This design comes from an exercise in tuning for a short achievable clock period and few clock cycles on the open sky130 flow, not from production work.
The RTL was checked by simulation tests, not by an equivalence proof against the original design.

**flow/run.sh**
```bash
#!/bin/bash
# synth_recipe.tcl (not shown) runs the flow's synth.tcl, then flattens the netlist and writes it again
# the make line also repeats each setting of config.mk as NAME=value (left out here)
make -C /OpenROAD-flow-scripts/flow DESIGN_CONFIG=/design/flow/config.mk WORK_HOME=/design/flow/orfs CLKGATE_MAP_FILE= SYNTH_SCRIPT=/design/flow/synth_recipe.tcl finish
```
**flow/config.mk**
```make
export PLATFORM = sky130hd
export DESIGN_NAME = cr16_core
export DESIGN_NICKNAME = cr16_core
export VERILOG_FILES = /design/flow/design.v
export SDC_FILE = /design/flow/constraint.sdc
export NUM_CORES = 4
export LEC_CHECK = 0
export CAP_MARGIN = 20
export CORE_MARGIN = 2
export CORE_UTILIZATION = 40
export SLEW_MARGIN = 20
```
**flow/design.v**
```verilog
module mux
       #(parameter integer P_WIDTH = 'd2,
         parameter integer P_DEPTH = 'd1)
       (input wire [P_WIDTH - 1 : 0][P_DEPTH - 1 : 0] I_INPUT,
        input wire [$clog2(P_WIDTH) - 1 : 0] I_SELECT,
        output wire [P_DEPTH - 1 : 0] O_OUTPUT);
assign O_OUTPUT = I_INPUT[I_SELECT];
endmodule
module register #(parameter integer P_WIDTH = 16)
       (input wire I_CLK,
        input wire I_ENABLE,
        input wire I_NRESET,
        input wire [P_WIDTH - 1 : 0] I_DATA,
        output reg [P_WIDTH - 1 : 0] O_DATA);
always @(posedge I_CLK or negedge I_NRESET) begin
    if (!I_NRESET)
        O_DATA <= 0;
    else begin
        if (I_ENABLE)
            O_DATA <= I_DATA;
        else
            O_DATA <= O_DATA;
    end
end
endmodule
module decoder4_16
       (input wire [3:0] I_DATA,
        output reg [15:0] O_DATA);
always @(*) begin
    case (I_DATA)
        4'd0:
            O_DATA = 16'h0001;
        4'd1:
            O_DATA = 16'h0002;
        4'd2:
            O_DATA = 16'h0004;
        4'd3:
            O_DATA = 16'h0008;
        4'd4:
            O_DATA = 16'h0010;
        4'd5:
            O_DATA = 16'h0020;
        4'd6:
            O_DATA = 16'h0040;
        4'd7:
            O_DATA = 16'h0080;
        4'd8:
            O_DATA = 16'h0100;
        4'd9:
            O_DATA = 16'h0200;
        4'd10:
            O_DATA = 16'h0400;
        4'd11:
            O_DATA = 16'h0800;
        4'd12:
            O_DATA = 16'h1000;
        4'd13:
            O_DATA = 16'h2000;
        4'd14:
            O_DATA = 16'h4000;
        4'd15:
            O_DATA = 16'h8000;
        default:
            O_DATA = 16'h0;
    endcase
end
endmodule
module regfile
       #(parameter integer P_REG_WIDTH = 16,
         parameter integer P_FILE_WIDTH = 16)
       (input wire I_CLK,
        input wire I_NRESET,
        input wire [P_REG_WIDTH - 1 : 0] I_REG_BUS,
        input wire [P_FILE_WIDTH - 1 : 0] I_REG_ENABLE,
        output wire [P_FILE_WIDTH - 1 : 0][P_REG_WIDTH - 1 : 0] O_REG_DATA);
genvar reg_idx;
generate
    for (reg_idx = 0; reg_idx < P_FILE_WIDTH; reg_idx++) begin: g_registers
        register #(.P_WIDTH(P_REG_WIDTH))
                 i_register
                 (.I_CLK(I_CLK),
                  .I_ENABLE(I_REG_ENABLE[reg_idx]),
                  .I_NRESET(I_NRESET),
                  .I_DATA(I_REG_BUS),
                  .O_DATA(O_REG_DATA[reg_idx]));
    end
endgenerate
endmodule
module alu #(parameter integer P_WIDTH = 16)
       (input wire [3:0] I_OPCODE,
        input wire [P_WIDTH - 1 : 0] I_A,
        input wire [P_WIDTH - 1 : 0] I_B,
        output reg [P_WIDTH - 1 : 0] O_C,
        output reg [4:0] O_STATUS);
localparam [3:0]
           ADD  = 4'd0,   
           ADDC = 4'd1,   
           MUL  = 4'd2,   
           SUB  = 4'd3,   
           NOT  = 4'd4,   
           AND  = 4'd5,   
           OR   = 4'd6,   
           XOR  = 4'd7,   
           LSH  = 4'd8,   
           RSH  = 4'd9,   
           ALSH = 4'd10,  
           ARSH = 4'd11;  
localparam integer
           STATUS_INDEX_CARRY    = 0,  
           STATUS_INDEX_LOW      = 1,  
           STATUS_INDEX_FLAG     = 2,  
           STATUS_INDEX_ZERO     = 3,  
           STATUS_INDEX_NEGATIVE = 4;  
always @(*) begin
    case (I_OPCODE)
        ADD,
        ADDC: begin
            {O_STATUS[STATUS_INDEX_CARRY], O_C} = I_OPCODE == ADD ? I_B + I_A : I_B + I_A + 1'b1;
            if (I_B > I_A)
                O_STATUS[STATUS_INDEX_LOW] = 1'b1;
            else
                O_STATUS[STATUS_INDEX_LOW] = 1'b0;
            O_STATUS[STATUS_INDEX_FLAG] = (I_A[P_WIDTH - 1] == I_B[P_WIDTH - 1]) &
                                          (I_A[P_WIDTH - 1] != O_C[P_WIDTH - 1]);
            O_STATUS[STATUS_INDEX_ZERO] = O_C == 0;
            O_STATUS[STATUS_INDEX_NEGATIVE] =
                    (I_A[P_WIDTH - 1] != I_B[P_WIDTH - 1] & O_C[P_WIDTH - 1] == 1'b1) |
                    (I_A[P_WIDTH - 1] == 1'b1 & I_B[P_WIDTH - 1] == 1'b1);
        end
        MUL: begin
            O_C = $signed(I_A) * $signed(I_B);
            O_STATUS = 0;
        end
        SUB: begin
            O_C = I_B - I_A;
            if (I_B > I_A) begin
                O_STATUS[STATUS_INDEX_CARRY] = 1'b1;
                O_STATUS[STATUS_INDEX_LOW]   = 1'b1;
            end
            else begin
                O_STATUS[STATUS_INDEX_CARRY] = 1'b0;
                O_STATUS[STATUS_INDEX_LOW]   = 1'b0;
            end
            O_STATUS[STATUS_INDEX_FLAG] = (I_A[P_WIDTH - 1] != I_B[P_WIDTH - 1]) &
                                          (I_A[P_WIDTH - 1] == O_C[P_WIDTH - 1]);
            O_STATUS[STATUS_INDEX_ZERO] = O_C == 0;
            if ($signed(I_B) > $signed(I_A))
                O_STATUS[STATUS_INDEX_NEGATIVE] = 1'b1;
            else
                O_STATUS[STATUS_INDEX_NEGATIVE] = 1'b0;
        end
        NOT: begin
            O_C = ~I_A;
            O_STATUS[STATUS_INDEX_CARRY]    = 1'b0;
            O_STATUS[STATUS_INDEX_LOW]      = 1'b0;
            O_STATUS[STATUS_INDEX_FLAG]     = 1'b0;
            O_STATUS[STATUS_INDEX_ZERO]     = O_C == 0;
            O_STATUS[STATUS_INDEX_NEGATIVE] = 1'b0;
        end
        AND: begin
            O_C = I_A & I_B;
            O_STATUS[STATUS_INDEX_CARRY]    = 1'b0;
            O_STATUS[STATUS_INDEX_LOW]      = 1'b0;
            O_STATUS[STATUS_INDEX_FLAG]     = 1'b0;
            O_STATUS[STATUS_INDEX_ZERO]     = O_C == 0;
            O_STATUS[STATUS_INDEX_NEGATIVE] = 1'b0;
        end
        OR: begin
            O_C = I_A | I_B;
            O_STATUS[STATUS_INDEX_CARRY]    = 1'b0;
            O_STATUS[STATUS_INDEX_LOW]      = 1'b0;
            O_STATUS[STATUS_INDEX_FLAG]     = 1'b0;
            O_STATUS[STATUS_INDEX_ZERO]     = O_C == 0;
            O_STATUS[STATUS_INDEX_NEGATIVE] = 1'b0;
        end
        XOR: begin
            O_C = I_A ^ I_B;
            O_STATUS[STATUS_INDEX_CARRY]    = 1'b0;
            O_STATUS[STATUS_INDEX_LOW]      = 1'b0;
            O_STATUS[STATUS_INDEX_FLAG]     = 1'b0;
            O_STATUS[STATUS_INDEX_ZERO]     = O_C == 0;
            O_STATUS[STATUS_INDEX_NEGATIVE] = 1'b0;
        end
        LSH: begin
            O_C = I_B << I_A[3:0];
            O_STATUS[STATUS_INDEX_CARRY]    = 1'b0;
            O_STATUS[STATUS_INDEX_LOW]      = 1'b0;
            O_STATUS[STATUS_INDEX_FLAG]     = 1'b0;
            O_STATUS[STATUS_INDEX_ZERO]     = O_C == 0;
            O_STATUS[STATUS_INDEX_NEGATIVE] = 1'b0;
        end
        RSH: begin
            O_C = I_B >> I_A[3:0];
            O_STATUS[STATUS_INDEX_CARRY]    = 1'b0;
            O_STATUS[STATUS_INDEX_LOW]      = 1'b0;
            O_STATUS[STATUS_INDEX_FLAG]     = 1'b0;
            O_STATUS[STATUS_INDEX_ZERO]     = O_C == 0;
            O_STATUS[STATUS_INDEX_NEGATIVE] = 1'b0;
        end
        ALSH: begin
            O_C = I_B <<< I_A[3:0];
            O_STATUS[STATUS_INDEX_CARRY]    = 1'b0;
            O_STATUS[STATUS_INDEX_LOW]      = 1'b0;
            O_STATUS[STATUS_INDEX_FLAG]     = 1'b0;
            O_STATUS[STATUS_INDEX_ZERO]     = O_C == 0;
            O_STATUS[STATUS_INDEX_NEGATIVE] = 1'b0;
        end
        ARSH: begin
            O_C = I_B >>> I_A[3:0];
            O_STATUS[STATUS_INDEX_CARRY]    = 1'b0;
            O_STATUS[STATUS_INDEX_LOW]      = 1'b0;
            O_STATUS[STATUS_INDEX_FLAG]     = 1'b0;
            O_STATUS[STATUS_INDEX_ZERO]     = O_C == 0;
            O_STATUS[STATUS_INDEX_NEGATIVE] = 1'b0;
        end
        default: begin
            O_C      = 0;
            O_STATUS = 0;
        end
    endcase
end
endmodule
module datapath
       (input wire I_CLK,
        input wire I_ENABLE,
        input wire I_NRESET,
        input wire [15:0] I_REG_WRITE_ENABLE,
        input wire [3:0] I_REG_A_SELECT,
        input wire [3:0] I_REG_B_SELECT,
        input wire [15:0] I_IMMEDIATE,
        input wire I_IMMEDIATE_SELECT,
        input wire [3:0] I_OPCODE,
        input wire [15:0] I_REGFILE_DATA,
        input wire I_REGFILE_DATA_SELECT,
        output wire [15:0] O_A,
        output wire [15:0] O_B,
        output wire [15:0] O_RESULT_BUS,
        output reg [4:0] O_STATUS_FLAGS);
wire [15:0][15:0] regfile_data;  
wire [15:0] regfile_a;           
wire [15:0] regfile_b;           
wire [15:0] alu_input_a;         
wire [15:0] alu_input_b;         
wire [15:0] alu_output;          
assign O_A = regfile_a;
assign O_B = regfile_b;
assign alu_input_b = regfile_b;  
mux #(.P_WIDTH(16),
      .P_DEPTH(16))
    i_mux_regfile_reg_a_select
    (.I_INPUT(regfile_data),
     .I_SELECT(I_REG_A_SELECT),
     .O_OUTPUT(regfile_a));
mux #(.P_WIDTH(16),
      .P_DEPTH(16))
    i_mux_regfile_reg_b_select
    (.I_INPUT(regfile_data),
     .I_SELECT(I_REG_B_SELECT),
     .O_OUTPUT(regfile_b));
mux #(.P_WIDTH(2),
      .P_DEPTH(16))
    i_mux_immediate_select
    (.I_INPUT({I_IMMEDIATE, regfile_a}),
     .I_SELECT(I_IMMEDIATE_SELECT),
     .O_OUTPUT(alu_input_a));
regfile i_regfile
        (.I_CLK(I_CLK),
         .I_NRESET(I_NRESET),
         .I_REG_BUS(O_RESULT_BUS),
         .I_REG_ENABLE(I_REG_WRITE_ENABLE & {16{I_ENABLE}}),
         .O_REG_DATA(regfile_data));
mux #(.P_WIDTH(2),
      .P_DEPTH(16))
    i_mux_regfile_data_select
    (.I_INPUT({I_REGFILE_DATA, alu_output}),
     .I_SELECT(I_REGFILE_DATA_SELECT),
     .O_OUTPUT(O_RESULT_BUS));
alu #(.P_WIDTH(16))
    i_alu
    (.I_OPCODE(I_OPCODE),
     .I_A(alu_input_a),
     .I_B(alu_input_b),
     .O_C(alu_output),
     .O_STATUS(O_STATUS_FLAGS));
endmodule
module pc #(parameter integer P_ADDRESS_WIDTH = 16)
       (input wire I_CLK,
        input wire I_ENABLE,
        input wire I_NRESET,
        input wire [P_ADDRESS_WIDTH - 1 : 0] I_ADDRESS,
        input wire I_ADDRESS_SELECT,
        input wire I_ADDRESS_SELECT_DISPLACE,
        output reg [P_ADDRESS_WIDTH - 1 : 0] O_ADDRESS);
always @(posedge I_CLK or negedge I_NRESET) begin
    if (!I_NRESET)
        O_ADDRESS <= {P_ADDRESS_WIDTH{1'b0}};
    else if (I_ENABLE)
        if (I_ADDRESS_SELECT)
            if (I_ADDRESS_SELECT_DISPLACE)
                O_ADDRESS <= O_ADDRESS + $signed(I_ADDRESS);
            else
                O_ADDRESS <= I_ADDRESS;
        else
            O_ADDRESS <= O_ADDRESS + 1'b1;
    else
        O_ADDRESS <= O_ADDRESS;
end
endmodule
module cr16
       (input wire I_CLK,
        input wire I_ENABLE,
        input wire I_NRESET,
        input wire [15:0] I_MEM_DATA,
        input wire [15:0] I_EXT_MEM_DATA,
        output reg [15:0] O_MEM_DATA,
        output reg [15:0] O_MEM_ADDRESS,
        output reg O_MEM_WRITE_ENABLE,
        output reg [15:0] O_EXT_MEM_DATA,
        output reg [15:0] O_EXT_MEM_ADDRESS,
        output reg O_EXT_MEM_WRITE_ENABLE,
        output wire [15:0] O_RESULT_BUS,
        output wire [4:0] O_STATUS_FLAGS,
        output wire [15:0] O_PC);
localparam P_STATE_BIT_WIDTH = 5;
localparam [P_STATE_BIT_WIDTH - 1 : 0]
           S_FETCH                 = 0,
           S_DECODE                = 1,
           S_EXECUTE_ALU           = 2,
           S_EXECUTE_MOV           = 3,
           S_EXECUTE_J_COND        = 4,
           S_EXECUTE_CALL          = 5,
           S_EXECUTE_CALLD         = 6,
           S_EXECUTE_RET           = 7,
           S_EXECUTE_RET_SET_PC    = 8,
           S_EXECUTE_SSF           = 9,
           S_EXECUTE_PUSH          = 10,
           S_EXECUTE_POP           = 11,
           S_EXECUTE_POP_REGFILE   = 12,
           S_EXECUTE_LOAD          = 13,
           S_EXECUTE_LOAD_REGFILE  = 14,
           S_EXECUTE_STORE         = 15,
           S_DISABLE_PC_FETCH_WAIT = 16,
           S_FETCH_WAIT            = 17;
localparam [7:0]
           ADD    = 8'b0000_0000,
           ADDC   = 8'b0000_0001,
           MUL    = 8'b0000_0010,
           SUB    = 8'b0000_0011,
           CMP    = 8'b0000_0100,
           NOT    = 8'b0000_0101,
           AND    = 8'b0000_0110,
           OR     = 8'b0000_0111,
           XOR    = 8'b0000_1000,
           LSH    = 8'b0000_1001,
           LSHI   = 8'b0000_1010,
           RSH    = 8'b0000_1011,
           RSHI   = 8'b0000_1100,
           ALSH   = 8'b0000_1101,
           ALSHI  = 8'b0000_1110,
           ARSH   = 8'b0000_1111,
           ARSHI  = 8'b1111_0000,
           MOV    = 8'b1111_0001,
           J_COND = 8'b1111_0010,
           CALL   = 8'b1111_0011,
           RET    = 8'b1111_0100,
           LPC    = 8'b1111_0101,
           LSF    = 8'b1111_0110,
           SSF    = 8'b1111_0111,
           PUSH   = 8'b1111_1000,
           POP    = 8'b1111_1001,
           LOAD   = 8'b1111_1010,
           STORE  = 8'b1111_1011,
           LOADX  = 8'b1111_1100,
           STOREX = 8'b1111_1101;
localparam [3:0]
           ADDI   = 4'b0001,
           ADDCI  = 4'b0010,
           MULI   = 4'b0011,
           SUBI   = 4'b0100,
           CMPI   = 4'b0101,
           NOTI   = 4'b0110,
           ANDI   = 4'b0111,
           ORI    = 4'b1000,
           XORI   = 4'b1001,
           MOVIL  = 4'b1010,
           MOVIU  = 4'b1011,
           B_COND = 4'b1100,
           CALLD  = 4'b1101;
localparam [3:0]
           ALU_ADD   = 4'd0,
           ALU_ADDC  = 4'd1,
           ALU_MUL   = 4'd2,
           ALU_SUB   = 4'd3,
           ALU_NOT   = 4'd4,
           ALU_AND   = 4'd5,
           ALU_OR    = 4'd6,
           ALU_XOR   = 4'd7,
           ALU_LSH   = 4'd8,
           ALU_RSH   = 4'd9,
           ALU_ALSH  = 4'd10,
           ALU_ARSH  = 4'd11,
           ALU_CLEAR = 4'd12;  
localparam integer
           ALU_STATUS_INDEX_CARRY    = 0,  
           ALU_STATUS_INDEX_LOW      = 1,  
           ALU_STATUS_INDEX_FLAG     = 2,  
           ALU_STATUS_INDEX_ZERO     = 3,  
           ALU_STATUS_INDEX_NEGATIVE = 4;  
localparam [3:0]
           COND_EQ = 4'b0000,  
           COND_NE = 4'b0001,  
           COND_CS = 4'b0010,  
           COND_CC = 4'b0011,  
           COND_FS = 4'b0100,  
           COND_FC = 4'b0101,  
           COND_LT = 4'b0110,  
           COND_LE = 4'b0111,  
           COND_LO = 4'b1000,  
           COND_LS = 4'b1001,  
           COND_GT = 4'b1010,  
           COND_GE = 4'b1011,  
           COND_HI = 4'b1100,  
           COND_HS = 4'b1101,  
           COND_UC = 4'b1110;  
localparam [3:0] RSP = 4'd15;
localparam [15:0] REGFILE_WRITE_ENABLE_RSP = {1'b1, 15'b0};
reg pc_enable;
reg [15:0] pc_i_address;
reg pc_address_select;
reg pc_address_select_displace;
wire [15:0] pc_o_address;
assign O_PC = pc_o_address;
reg [15:0] reg_write_enable;
reg [3:0] reg_a_select, reg_b_select;
reg [15:0] immediate;
reg immediate_select;
reg [3:0] alu_opcode;
reg [15:0] regfile_data;
reg regfile_data_select;
wire [15:0] a, b;  
wire [15:0] result_bus;
wire [4:0] alu_status_flags;
assign O_RESULT_BUS = result_bus;
wire [15:0] regfile_instr_dest_reg;
reg [P_STATE_BIT_WIDTH - 1 : 0] state;
reg [15:0] instruction;
wire [3:0] instr_opcode         = instruction[15:12];
wire [3:0] instr_opcode_ext     = instruction[7:4];
wire [7:0] instr_opcode_and_ext = {instr_opcode, instr_opcode_ext};
wire [3:0] instr_rdest          = instruction[11:8];
wire [3:0] instr_rsrc           = instruction[3:0];
wire [3:0] instr_immhi          = instruction[7:4];
wire [3:0] instr_immlo          = instruction[3:0];
wire [7:0] instr_immhi_immlo    = {instr_immhi, instr_immlo};
wire instr_has_opcode_ext = instr_opcode == 4'b0000 || instr_opcode == 4'b1111;
wire instr_has_imm = !instr_has_opcode_ext ||
                     instr_opcode_and_ext == LSHI || instr_opcode_and_ext == RSHI ||
                     instr_opcode_and_ext == ALSHI || instr_opcode_and_ext == ARSHI;
reg [15:0] instr_alu_immediate;
reg instr_alu_immediate_select;
reg [3:0] instr_alu_opcode;
wire [15:0] instr_mov_imm_lower = {a[15:8], instr_immhi_immlo};
wire [15:0] instr_mov_imm_upper = {instr_immhi_immlo, a[7:0]};
wire [3:0] instr_load_raddr  = instr_rsrc;
wire [3:0] instr_store_raddr = instr_rdest;
wire [3:0] instr_store_rsrc  = instr_rsrc;
wire [15:0] instr_load_i_mem_data_port = instr_opcode_and_ext == LOADX
                                         ? I_EXT_MEM_DATA : I_MEM_DATA;
wire [3:0] instr_cond_condition      = instr_rdest;
wire [3:0] instr_jcond_rtarget       = instr_rsrc;
wire [15:0] instr_bcond_displacement = {{8{instr_immhi_immlo[7]}}, instr_immhi_immlo};
reg instr_cond_true;
wire [3:0] instr_call_rtarget = instr_rsrc;
wire [15:0] instr_calld_displacement = {{4{instruction[11]}}, instruction[11:0]};
reg [4:0] status_flags;
assign O_STATUS_FLAGS = status_flags;
pc #(.P_ADDRESS_WIDTH(16))
   i_pc
   (.I_CLK(I_CLK),
    .I_ENABLE(pc_enable),
    .I_NRESET(I_NRESET),
    .I_ADDRESS(pc_i_address),
    .I_ADDRESS_SELECT(pc_address_select),
    .I_ADDRESS_SELECT_DISPLACE(pc_address_select_displace),
    .O_ADDRESS(pc_o_address));
datapath i_datapath
         (.I_CLK(I_CLK),
          .I_ENABLE(I_ENABLE),
          .I_NRESET(I_NRESET),
          .I_REG_WRITE_ENABLE(reg_write_enable),
          .I_REG_A_SELECT(reg_a_select),
          .I_REG_B_SELECT(reg_b_select),
          .I_IMMEDIATE(immediate),
          .I_IMMEDIATE_SELECT(immediate_select),
          .I_OPCODE(alu_opcode),
          .I_REGFILE_DATA(regfile_data),
          .I_REGFILE_DATA_SELECT(regfile_data_select),
          .O_A(a),
          .O_B(b),
          .O_RESULT_BUS(result_bus),
          .O_STATUS_FLAGS(alu_status_flags));
decoder4_16 i_decoder_regfile_instr_dest_reg
            (.I_DATA(instr_rdest),
             .O_DATA(regfile_instr_dest_reg));
always @(posedge I_CLK or negedge I_NRESET) begin
    if (!I_NRESET) begin
        state        <= S_FETCH;
        instruction  <= 16'b0;
        status_flags <= 5'b0;
        pc_enable                  <= 1'b0;
        pc_i_address               <= 16'b0;
        pc_address_select          <= 1'b0;
        pc_address_select_displace <= 1'b0;
        reg_write_enable    <= 16'b0;
        reg_a_select        <= 4'b0;
        reg_b_select        <= 4'b0;
        immediate           <= 16'b0;
        immediate_select    <= 1'b0;
        alu_opcode          <= 4'b0;
        regfile_data        <= 16'b0;
        regfile_data_select <= 1'b0;
    end
    else if (I_ENABLE)
        case (state)
            S_FETCH: begin
                state        <= S_DECODE;
                instruction  <= I_MEM_DATA;
                pc_enable                  <= 1'b1;
                pc_address_select          <= 1'b0;
                pc_address_select_displace <= 1'b0;
                reg_write_enable    <= 16'b0;
                immediate_select    <= 1'b0;
                regfile_data_select <= 1'b0;
            end
            S_DECODE: begin
                if (instr_has_opcode_ext) begin
                    pc_enable <= 1'b0;
                    case (instr_opcode_and_ext)
                        ADD,
                        ADDC,
                        MUL,
                        SUB,
                        CMP,
                        NOT,
                        AND,
                        OR,
                        XOR,
                        LSH,
                        LSHI,
                        RSH,
                        RSHI,
                        ALSH,
                        ALSHI,
                        ARSH,
                        ARSHI: begin
                            state <= S_EXECUTE_ALU;
                            reg_a_select     <= instr_rsrc;
                            reg_b_select     <= instr_rdest;
                            immediate        <= instr_alu_immediate;
                            immediate_select <= instr_alu_immediate_select;
                            alu_opcode       <= instr_alu_opcode;
                        end
                        MOV: begin
                            state        <= S_EXECUTE_MOV;
                            reg_a_select <= instr_rsrc;
                        end
                        J_COND: begin
                            if (instr_cond_true) begin
                                state        <= S_EXECUTE_J_COND;
                                reg_a_select <= instr_jcond_rtarget;
                            end
                            else
                                state <= S_FETCH_WAIT;
                        end
                        CALL: begin
                            state <= S_EXECUTE_CALL;
                            reg_write_enable <= REGFILE_WRITE_ENABLE_RSP;
                            reg_a_select     <= instr_call_rtarget;
                            reg_b_select     <= RSP;
                            immediate        <= 16'd1;
                            immediate_select <= 1'b1;
                            alu_opcode       <= ALU_SUB;
                        end
                        RET: begin
                            state <= S_EXECUTE_RET;
                            reg_write_enable <= REGFILE_WRITE_ENABLE_RSP;
                            reg_b_select     <= RSP;
                            immediate        <= 16'd1;
                            immediate_select <= 1'b1;
                            alu_opcode       <= ALU_ADD;
                        end
                        LPC: begin
                            state <= S_FETCH_WAIT;
                            reg_write_enable    <= regfile_instr_dest_reg;
                            regfile_data        <= pc_o_address;
                            regfile_data_select <= 1'b1;
                        end
                        LSF: begin
                            state <= S_FETCH_WAIT;
                            reg_write_enable    <= regfile_instr_dest_reg;
                            regfile_data        <= {11'b0, status_flags};
                            regfile_data_select <= 1'b1;
                        end
                        SSF: begin
                            state        <= S_EXECUTE_SSF;
                            reg_a_select <= instr_rsrc;
                        end
                        PUSH: begin
                            state <= S_EXECUTE_PUSH;
                            reg_write_enable <= REGFILE_WRITE_ENABLE_RSP;
                            reg_a_select     <= instr_call_rtarget;
                            reg_b_select     <= RSP;
                            immediate        <= 16'd1;
                            immediate_select <= 1'b1;
                            alu_opcode       <= ALU_SUB;
                        end
                        POP: begin
                            state <= S_EXECUTE_POP;
                            reg_write_enable <= REGFILE_WRITE_ENABLE_RSP;
                            reg_b_select     <= RSP;
                            immediate        <= 16'd1;
                            immediate_select <= 1'b1;
                            alu_opcode       <= ALU_ADD;
                        end
                        LOAD,
                        LOADX: begin
                            state        <= S_EXECUTE_LOAD;
                            reg_a_select <= instr_load_raddr;
                        end
                        STORE,
                        STOREX: begin
                            state <= S_EXECUTE_STORE;
                            reg_a_select <= instr_store_rsrc;
                            reg_b_select <= instr_store_raddr;
                        end
                        default:
                            state <= S_FETCH_WAIT;
                    endcase
                end
                else begin
                    case (instr_opcode)
                        ADDI,
                        ADDCI,
                        MULI,
                        SUBI,
                        CMPI,
                        NOTI,
                        ANDI,
                        ORI,
                        XORI: begin
                            state <= S_EXECUTE_ALU;
                            pc_enable <= 1'b0;
                            reg_a_select     <= instr_rsrc;
                            reg_b_select     <= instr_rdest;
                            immediate        <= instr_alu_immediate;
                            immediate_select <= instr_alu_immediate_select;
                            alu_opcode       <= instr_alu_opcode;
                        end
                        MOVIL,
                        MOVIU: begin
                            state        <= S_EXECUTE_MOV;
                            pc_enable    <= 1'b0;
                            reg_a_select <= instr_rdest;
                        end
                        B_COND: begin
                            if (instr_cond_true) begin
                                state <= S_DISABLE_PC_FETCH_WAIT;
                                pc_enable                  <= 1'b1;
                                pc_i_address               <= instr_bcond_displacement;
                                pc_address_select          <= 1'b1;
                                pc_address_select_displace <= 1'b1;
                            end
                            else begin
                                state     <= S_FETCH_WAIT;
                                pc_enable <= 1'b0;
                            end
                        end
                        CALLD: begin
                            state <= S_EXECUTE_CALLD;
                            pc_enable                  <= 1'b1;
                            pc_i_address               <= instr_calld_displacement;
                            pc_address_select          <= 1'b1;
                            pc_address_select_displace <= 1'b1;
                            reg_write_enable <= REGFILE_WRITE_ENABLE_RSP;
                            reg_b_select     <= RSP;
                            immediate        <= 16'd1;
                            immediate_select <= 1'b1;
                            alu_opcode       <= ALU_SUB;
                        end
                        default: begin
                            state     <= S_FETCH_WAIT;
                            pc_enable <= 1'b0;
                        end
                    endcase
                end
            end
            S_EXECUTE_ALU: begin
                state <= S_FETCH;
                status_flags <= alu_status_flags;
                if (instr_opcode_and_ext != CMP && instr_opcode != CMPI)
                    reg_write_enable <= regfile_instr_dest_reg;
            end
            S_EXECUTE_MOV: begin
                state <= S_FETCH;
                reg_write_enable <= regfile_instr_dest_reg;
                if (instr_opcode_and_ext == MOV)
                    regfile_data <= a;
                else if (instr_opcode == MOVIL)
                    regfile_data <= instr_mov_imm_lower;
                else if (instr_opcode == MOVIU)
                    regfile_data <= instr_mov_imm_upper;
                regfile_data_select <= 1'b1;
            end
            S_EXECUTE_J_COND: begin
                state <= S_DISABLE_PC_FETCH_WAIT;
                pc_enable         <= 1'b1;
                pc_i_address      <= a;
                pc_address_select <= 1'b1;
            end
            S_EXECUTE_CALL: begin
                state <= S_DISABLE_PC_FETCH_WAIT;
                pc_enable         <= 1'b1;
                pc_i_address      <= a;
                pc_address_select <= 1'b1;
                reg_write_enable <= 16'b0;
            end
            S_EXECUTE_CALLD: begin
                state            <= S_FETCH_WAIT;
                pc_enable        <= 1'b0;
                reg_write_enable <= 16'b0;
            end
            S_EXECUTE_RET: begin
                state            <= S_EXECUTE_RET_SET_PC;
                reg_write_enable <= 16'b0;
            end
            S_EXECUTE_RET_SET_PC: begin
                state <= S_DISABLE_PC_FETCH_WAIT;
                pc_enable         <= 1'b1;
                pc_i_address      <= I_MEM_DATA;
                pc_address_select <= 1'b1;
            end
            S_EXECUTE_SSF: begin
                state        <= S_FETCH;
                status_flags <= a[4:0];
            end
            S_EXECUTE_PUSH: begin
                state            <= S_FETCH_WAIT;
                reg_write_enable <= 16'b0;
            end
            S_EXECUTE_POP: begin
                state            <= S_EXECUTE_POP_REGFILE;
                reg_write_enable <= 16'b0;
            end
            S_EXECUTE_POP_REGFILE: begin
                state <= S_FETCH;
                reg_write_enable    <= regfile_instr_dest_reg;
                regfile_data        <= I_MEM_DATA;
                regfile_data_select <= 1'b1;
            end
            S_EXECUTE_LOAD: begin
                state <= S_EXECUTE_LOAD_REGFILE;
            end
            S_EXECUTE_LOAD_REGFILE: begin
                state <= S_FETCH;
                reg_write_enable    <= regfile_instr_dest_reg;
                regfile_data        <= instr_load_i_mem_data_port;
                regfile_data_select <= 1'b1;
            end
            S_EXECUTE_STORE: begin
                state <= S_FETCH_WAIT;
            end
            S_DISABLE_PC_FETCH_WAIT: begin
                state     <= S_FETCH_WAIT;
                pc_enable <= 1'b0;
            end
            S_FETCH_WAIT: begin
                state <= S_FETCH;
            end
            default: begin
                state <= S_FETCH;
            end
        endcase
end
always @(instr_opcode, instr_opcode_and_ext, instr_has_opcode_ext, instr_has_imm,
         instr_immhi_immlo, instr_immlo) begin
    if (instr_has_imm)
        if (instr_has_opcode_ext)
            case (instr_opcode_and_ext)
                LSHI,
                RSHI,
                ALSHI,
                ARSHI: begin
                    instr_alu_immediate        = {12'b0, instr_immlo};
                    instr_alu_immediate_select = 1'b1;
                end
                default: begin
                    instr_alu_immediate        = 16'b0;
                    instr_alu_immediate_select = 1'b0;
                end
            endcase
        else
            case (instr_opcode)
                ADDI,
                ADDCI,
                MULI,
                SUBI,
                CMPI: begin
                    instr_alu_immediate        = {{8{instr_immhi_immlo[7]}}, instr_immhi_immlo};
                    instr_alu_immediate_select = 1'b1;
                end
                NOTI,
                ANDI,
                ORI,
                XORI: begin
                    instr_alu_immediate        = {8'b0, instr_immhi_immlo};
                    instr_alu_immediate_select = 1'b1;
                end
                default: begin
                    instr_alu_immediate        = 16'b0;
                    instr_alu_immediate_select = 1'b0;
                end
            endcase
    else begin
        instr_alu_immediate        = 16'b0;
        instr_alu_immediate_select = 1'b0;
    end
end
always @(instr_opcode, instr_opcode_and_ext, instr_has_opcode_ext) begin
    if (instr_has_opcode_ext)
        case (instr_opcode_and_ext)
            ADD:
                instr_alu_opcode = ALU_ADD;
            ADDC:
                instr_alu_opcode = ALU_ADDC;
            MUL:
                instr_alu_opcode = ALU_MUL;
            SUB:
                instr_alu_opcode = ALU_SUB;
            CMP:
                instr_alu_opcode = ALU_SUB;
            NOT:
                instr_alu_opcode = ALU_NOT;
            AND:
                instr_alu_opcode = ALU_AND;
            OR:
                instr_alu_opcode = ALU_OR;
            XOR:
                instr_alu_opcode = ALU_XOR;
            LSH,
            LSHI:
                instr_alu_opcode = ALU_LSH;
            RSH,
            RSHI:
                instr_alu_opcode = ALU_RSH;
            ALSH,
            ALSHI:
                instr_alu_opcode = ALU_ALSH;
            ARSH,
            ARSHI:
                instr_alu_opcode = ALU_ARSH;
            default:
                instr_alu_opcode = ALU_CLEAR;
        endcase
    else
        case (instr_opcode)
            ADDI:
                instr_alu_opcode = ALU_ADD;
            ADDCI:
                instr_alu_opcode = ALU_ADDC;
            MULI:
                instr_alu_opcode = ALU_MUL;
            SUBI:
                instr_alu_opcode = ALU_SUB;
            CMPI:
                instr_alu_opcode = ALU_SUB;
            NOTI:
                instr_alu_opcode = ALU_NOT;
            ANDI:
                instr_alu_opcode = ALU_AND;
            ORI:
                instr_alu_opcode = ALU_OR;
            XORI:
                instr_alu_opcode = ALU_XOR;
            default:
                instr_alu_opcode = ALU_CLEAR;
        endcase
end
always @(instr_cond_condition, status_flags) begin
    case (instr_cond_condition)
        COND_EQ:
            instr_cond_true = status_flags[ALU_STATUS_INDEX_ZERO];
        COND_NE:
            instr_cond_true = ~status_flags[ALU_STATUS_INDEX_ZERO];
        COND_CS:
            instr_cond_true = status_flags[ALU_STATUS_INDEX_CARRY];
        COND_CC:
            instr_cond_true = ~status_flags[ALU_STATUS_INDEX_CARRY];
        COND_FS:
            instr_cond_true = status_flags[ALU_STATUS_INDEX_FLAG];
        COND_FC:
            instr_cond_true = ~status_flags[ALU_STATUS_INDEX_FLAG];
        COND_LT:
            instr_cond_true = ~status_flags[ALU_STATUS_INDEX_NEGATIVE] &
                              ~status_flags[ALU_STATUS_INDEX_ZERO];
        COND_LE:
            instr_cond_true = ~status_flags[ALU_STATUS_INDEX_NEGATIVE];
        COND_LO:
            instr_cond_true = ~status_flags[ALU_STATUS_INDEX_LOW] &
                              ~status_flags[ALU_STATUS_INDEX_ZERO];
        COND_LS:
            instr_cond_true = ~status_flags[ALU_STATUS_INDEX_LOW];
        COND_GT:
            instr_cond_true = status_flags[ALU_STATUS_INDEX_NEGATIVE];
        COND_GE:
            instr_cond_true = status_flags[ALU_STATUS_INDEX_NEGATIVE] |
                              status_flags[ALU_STATUS_INDEX_ZERO];
        COND_HI:
            instr_cond_true = status_flags[ALU_STATUS_INDEX_LOW];
        COND_HS:
            instr_cond_true = status_flags[ALU_STATUS_INDEX_LOW] |
                              status_flags[ALU_STATUS_INDEX_ZERO];
        COND_UC:
            instr_cond_true = 1'b1;
        default:
            instr_cond_true = 1'b0;
    endcase
end
always @(I_NRESET, state, instr_has_opcode_ext, instr_opcode_and_ext, pc_o_address, a, b,
         result_bus) begin
    if (!I_NRESET) begin
        O_MEM_DATA             = 16'b0;
        O_MEM_ADDRESS          = 16'b0;
        O_MEM_WRITE_ENABLE     = 1'b0;
        O_EXT_MEM_DATA         = 16'b0;
        O_EXT_MEM_ADDRESS      = 16'b0;
        O_EXT_MEM_WRITE_ENABLE = 1'b0;
    end
    else
        case (state)
            S_EXECUTE_CALL,
            S_EXECUTE_CALLD: begin
                O_MEM_DATA             = pc_o_address;
                O_MEM_ADDRESS          = b;
                O_MEM_WRITE_ENABLE     = 1'b1;
                O_EXT_MEM_DATA         = 16'b0;
                O_EXT_MEM_ADDRESS      = 16'b0;
                O_EXT_MEM_WRITE_ENABLE = 1'b0;
            end
            S_EXECUTE_PUSH: begin
                O_MEM_DATA             = a;
                O_MEM_ADDRESS          = b;
                O_MEM_WRITE_ENABLE     = 1'b1;
                O_EXT_MEM_DATA         = 16'b0;
                O_EXT_MEM_ADDRESS      = 16'b0;
                O_EXT_MEM_WRITE_ENABLE = 1'b0;
            end
            S_EXECUTE_RET,
            S_EXECUTE_POP: begin
                O_MEM_DATA             = 16'b0;
                O_MEM_ADDRESS          = result_bus;
                O_MEM_WRITE_ENABLE     = 1'b0;
                O_EXT_MEM_DATA         = 16'b0;
                O_EXT_MEM_ADDRESS      = 16'b0;
                O_EXT_MEM_WRITE_ENABLE = 1'b0;
            end
            S_EXECUTE_LOAD: begin
                if (instr_opcode_and_ext == LOAD) begin
                    O_MEM_DATA             = 16'b0;
                    O_MEM_ADDRESS          = a;
                    O_MEM_WRITE_ENABLE     = 1'b0;
                    O_EXT_MEM_DATA         = 16'b0;
                    O_EXT_MEM_ADDRESS      = 16'b0;
                    O_EXT_MEM_WRITE_ENABLE = 1'b0;
                end
                else begin
                    O_MEM_DATA             = 16'b0;
                    O_MEM_ADDRESS          = pc_o_address;
                    O_MEM_WRITE_ENABLE     = 1'b0;
                    O_EXT_MEM_DATA         = 16'b0;
                    O_EXT_MEM_ADDRESS      = a;
                    O_EXT_MEM_WRITE_ENABLE = 1'b0;
                end
            end
            S_EXECUTE_STORE: begin
                if (instr_opcode_and_ext == STORE) begin
                    O_MEM_DATA             = a;
                    O_MEM_ADDRESS          = b;
                    O_MEM_WRITE_ENABLE     = 1'b1;
                    O_EXT_MEM_DATA         = 16'b0;
                    O_EXT_MEM_ADDRESS      = 16'b0;
                    O_EXT_MEM_WRITE_ENABLE = 1'b0;
                end
                else begin
                    O_MEM_DATA             = 16'b0;
                    O_MEM_ADDRESS          = 16'b0;
                    O_MEM_WRITE_ENABLE     = 1'b0;
                    O_EXT_MEM_DATA         = a;
                    O_EXT_MEM_ADDRESS      = b;
                    O_EXT_MEM_WRITE_ENABLE = 1'b1;
                end
            end
            default: begin
                O_MEM_DATA             = 16'b0;
                O_MEM_ADDRESS          = pc_o_address;
                O_MEM_WRITE_ENABLE     = 1'b0;
                O_EXT_MEM_DATA         = 16'b0;
                O_EXT_MEM_ADDRESS      = 16'b0;
                O_EXT_MEM_WRITE_ENABLE = 1'b0;
            end
        endcase
end
endmodule
module cr16_core
       (input wire I_CLK,
        input wire I_NRESET,
        input wire [15:0] I_MEM_DATA,
        input wire [15:0] I_EXT_MEM_DATA,
        output wire [15:0] O_MEM_DATA,
        output wire [15:0] O_MEM_ADDRESS,
        output wire O_MEM_WRITE_ENABLE,
        output wire [15:0] O_EXT_MEM_DATA,
        output wire [15:0] O_EXT_MEM_ADDRESS,
        output wire O_EXT_MEM_WRITE_ENABLE);
cr16 i_cr16
     (.I_CLK(I_CLK),
      .I_ENABLE(1'b1),
      .I_NRESET(I_NRESET),
      .I_MEM_DATA(I_MEM_DATA),
      .I_EXT_MEM_DATA(I_EXT_MEM_DATA),
      .O_MEM_DATA(O_MEM_DATA),
      .O_MEM_ADDRESS(O_MEM_ADDRESS),
      .O_MEM_WRITE_ENABLE(O_MEM_WRITE_ENABLE),
      .O_EXT_MEM_DATA(O_EXT_MEM_DATA),
      .O_EXT_MEM_ADDRESS(O_EXT_MEM_ADDRESS),
      .O_EXT_MEM_WRITE_ENABLE(O_EXT_MEM_WRITE_ENABLE),
      .O_RESULT_BUS(),
      .O_STATUS_FLAGS(),
      .O_PC());
endmodule
```
**flow/constraint.sdc**
```tcl
create_clock -name core_clock -period 15.0 [get_ports {I_CLK}]
set_input_delay 3.0000 -clock core_clock [delete_from_list [all_inputs] [get_ports {I_CLK}]]
set_output_delay 3.0000 -clock core_clock [all_outputs]
set_load 0.01 [all_outputs]
```
==> impl_metrics.py <==
metrics = {
    "outcome": {
        "outcome": "complete, no violations",
    },
    "setup_path": {
        "critical_path.slowest_cell": "dfrtp_4",
        "rrSetupSlack_ps": 5330,
        "critPathKind": "reg2out",
        "end_kind": "output pin",
        "cp.arrival_ps": 10140,
        "worst_ep_required_time_ps": 12000,
        "cp-start-kind": "register",
        "worstPathMaxFanout": 34,
        "max_stage_delay_ps": 860,
        "critPathMostFrequentCell": "inv_1",
    },
    "timing": {
        "hold_viol": 0,
        "tightestPinTransition_ps": 1120,
        "grt_setup_unrepaired": "no",
        "min_period_ps": 13140,
        "finalMaxSlewViolations": 0,
        "maxSlewHeadroom": 0.252,
        "setup_viol_count_final": 0,
        "period_share": 0.876,
        "fmax_mhz": 76.1,
        "skew_ps": 22.8,
        "tns_ps": 0,
    },
    "cts": {
        "ctsHoldBuffers": 0,
        "cts_made_buffers": 41,
        "clock-root-buffer": "clkbuf_16",
        "cts_buffer_depth": 3,
        "cts_sinks": 372,
        "clkTransAtPathRegs_ps": 70,
        "clkLatencyLatePin_ps": 590,
        "htree_levels": 2,
        "cts_tree": "done",
        "postCtsSetupRepairBufs": 0,
        "cts-resized-gates": 0,
    },
    "yosys": {
        "synth_top_family_by_area": "multiplexers",
        "synth-adder-area-share": 0.105,
        "synth_flop_cell": "dfrtp_1",
        "yosys-top-cells-area": "dfrtp_1, mux4_2, nor2_1",
        "async_flop_share": 1.00,
        "synth_cells": 3450,
        "syn_area_mm2": 0.0312,
        "syn-num-nets": 3697,
        "synth_edf_count": 0,
        "yosysSeqAreaShare": 0.298,
        "ys_ff_latch": 372,
        "synth_simple_gate_area_frac": 0.141,
        "synth.distinct_cells": 105,
        "synthMuxAreaShare": 0.182,
        "synth_top_area_cell": "dfrtp_1",
        "yosys.area_share.xor_xnor": 0.0258,
        "synth_compound_gate_area_share": 0.182,
        "yosysWarnings": 5,
        "synth.avg_cell_area_um2": 9.05,
        "synth_top_area_share": 0.298,
    },
    "finish": {
        "drive_gt1_frac": 0.130,
        "area_growth_syn_to_layout_pct": 10.3,
        "fill_cells": 7616,
        "fin_cells": 4484,
        "final_cell_mix": "nor2_1, a21oi_1, dfrtp_1, nand2_1, inv_1",
        "final_net_count": 3663,
        "final_common_cell": "nor2_1",
    },
    "place": {
        "dp_hpwl_um": 84900,
        "dp_cells": 4413,
        "portBuffers": 99,
        "gp_congestion": 1.05,
    },
    "grt": {
        "grt.total_usage": 0.293,
        "grt_max_degree": 160,
        "grt_pass1_wl_um": 179000,
        "grt_overflow_total": 0,
        "grt_pass1_vias": 27200,
        "antenna_found_initial": 0,
    },
    "route": {
        "routed-via-count": 28000,
        "drtIter0Drc": 3373,
        "ant_nets": 0,
        "firstDrtPassIters": 7,
        "drc": 0,
        "viasPerCell": 6.25,
        "wl_per_cell_um": 26.7,
        "wl_um": 120000,
    },
    "floorplanning": {
        "std_cell_rows": 102,
        "dieArea_mm2": 0.0803,
        "ioPinCount": 100,
        "die-width_um": 283,
        "start_util": 0.404,
        "core_mm2": 0.0773,
        "fp.dieH_um": 283,
    },
    "min_path": {
        "hp-class": "reg2reg",
    },
    "run": {
        "cap_violations": 0,
    },
}
## final cells by class
class | count | area, µm² | share of cell area
sequential | 372 | 9320 | 0.271
clock buffer | 56 | 1170 | 0.0341
clock inverter | 14 | 221 | 0.00643
tap | 1040 | 1300 | 0.0378
multi-input combinational | 2584 | 19900 | 0.577
antenna | 1 | 2.50 | 0.0000727
inverter | 227 | 857 | 0.0249
timing repair buffer | 190 | 1690 | 0.0491
## kinds of logic after synthesis
family,after synthesis
AND/OR/NAND/NOR,1016
AO/OA/AOI/OAI,899
buffers and inverters,494
multiplexers,372
flip-flops,372
adder cells (fa/ha/maj),213
XOR/XNOR,84
## registers in the layout (all words and copies together), names as in the netlist
register	cells
i_cr16.state	5
i_cr16.alu_opcode	4
i_cr16.reg_a_select	4
i_cr16.immediate	9
i_cr16.pc_i_address	16
i_cr16.i_pc.O_ADDRESS	16
i_cr16.regfile_data	16
i_cr16.i_datapath.i_regfile.g_registers.i_register.O_DATA	256
i_cr16.pc_address_select_displace	1
i_cr16.reg_write_enable	16
i_cr16.reg_b_select	4
i_cr16.regfile_data_select	1
i_cr16.instruction	16
i_cr16.pc_enable	1
i_cr16.pc_address_select	1
i_cr16.status_flags	5
i_cr16.immediate_select	1
## per-layer routing
layer	global-route usage	wire [µm]
met2	0.442	52300
met5	0	0
met3	0.0697	11900
met1	0.403	49700
met4	0.125	5950
## final timing paths
| path | startpoint | end | cells after the start |
|---|---|---|---|
| max in group asynchronous | I_NRESET | asynchronous set/reset pin | 3 |
| worst min-delay path | i_cr16.immediate[3] | i_cr16.immediate[3] | 2 |
| min in group asynchronous | I_NRESET | i_cr16.pc_i_address[8] | 1 |
| worst max register to register | i_cr16.reg_b_select[0] | register | 24 |
| worst min register to register | i_cr16.immediate[3] | i_cr16.immediate[3] | 2 |
| worst max-delay path | i_cr16.reg_b_select[0] | O_MEM_ADDRESS[15] | 29 |
## cells in the mapped netlist (21+ instances only)
| master | number |
|---|---|
| nor2_1 | 509 |
| a21oi_1 | 377 |
| dfrtp_1 | 372 |
| nand2_1 | 265 |
| inv_1 | 217 |
| clkbuf_1 | 174 |
| o21ai_0 | 161 |
| mux2i_1 | 137 |
| ha_1 | 131 |
| mux4_2 | 125 |
| mux2_2 | 91 |
| fa_1 | 82 |
| xnor2_1 | 58 |
| buf_2 | 44 |
| nor3_1 | 44 |
| a22oi_1 | 39 |
| nand3_1 | 36 |
| a31oi_1 | 30 |
| and3_1 | 29 |
| a211oi_1 | 25 |
| a221oi_1 | 24 |
| o221ai_1 | 23 |
| o211ai_1 | 21 |
## metrics by stage
step	hold WS, ps	area (µm²)	utilization	setup slack [ps]
after global routing	499	34400	0.445	1420
after CTS	476	34400	0.445	1870
after global placement	456	33000	0.427	2640
final	474	34400	0.445	1860
after detailed placement	462	33000	0.427	2510
after floorplan	441	31200	-	4620
## critical path: cells and delay by family (launching register included)
family                     cells  cell delay (ps)
adders and majority gates      7             2560
AOI/OAI and AO/OA              9             2140
DFF                            1              860
buffers and inverters          8             2180
and+or+nand+nor                1              340
xor gates and xnor gates       1              320
muxes                          3             1070
Testbench counts, summed over its fixed seeds: cycles 799,184.

[separate check: timing with driven ports]
Ports are ideal in the flow. The routed layout listed here was re-timed in OpenROAD. Step 1 sets driving cells, clkbuf_16 on the clock port and buf_2 on the other inputs (assumed; they add their load-dependent delay and slew). Step 2 moves the port delays by t, midway between the first and last clock arrival at a register: inputs arrive t later, outputs are due t later. That takes back most of the time a late clock gives input paths. a / b / c = ideal ports / drivers / drivers and shift; a / b = the first two.
t (ns): 0.640
setup WS [ns]: 1.861 / 1.794 / 2.434
worst slew at a driven data input, ns: 0.05
cell pins on the clock port's net: 1
After both steps this run still meets setup and hold. For this run, drivers alone change the setup slack by -0.067 ns; drivers and shift together by +0.573 ns.
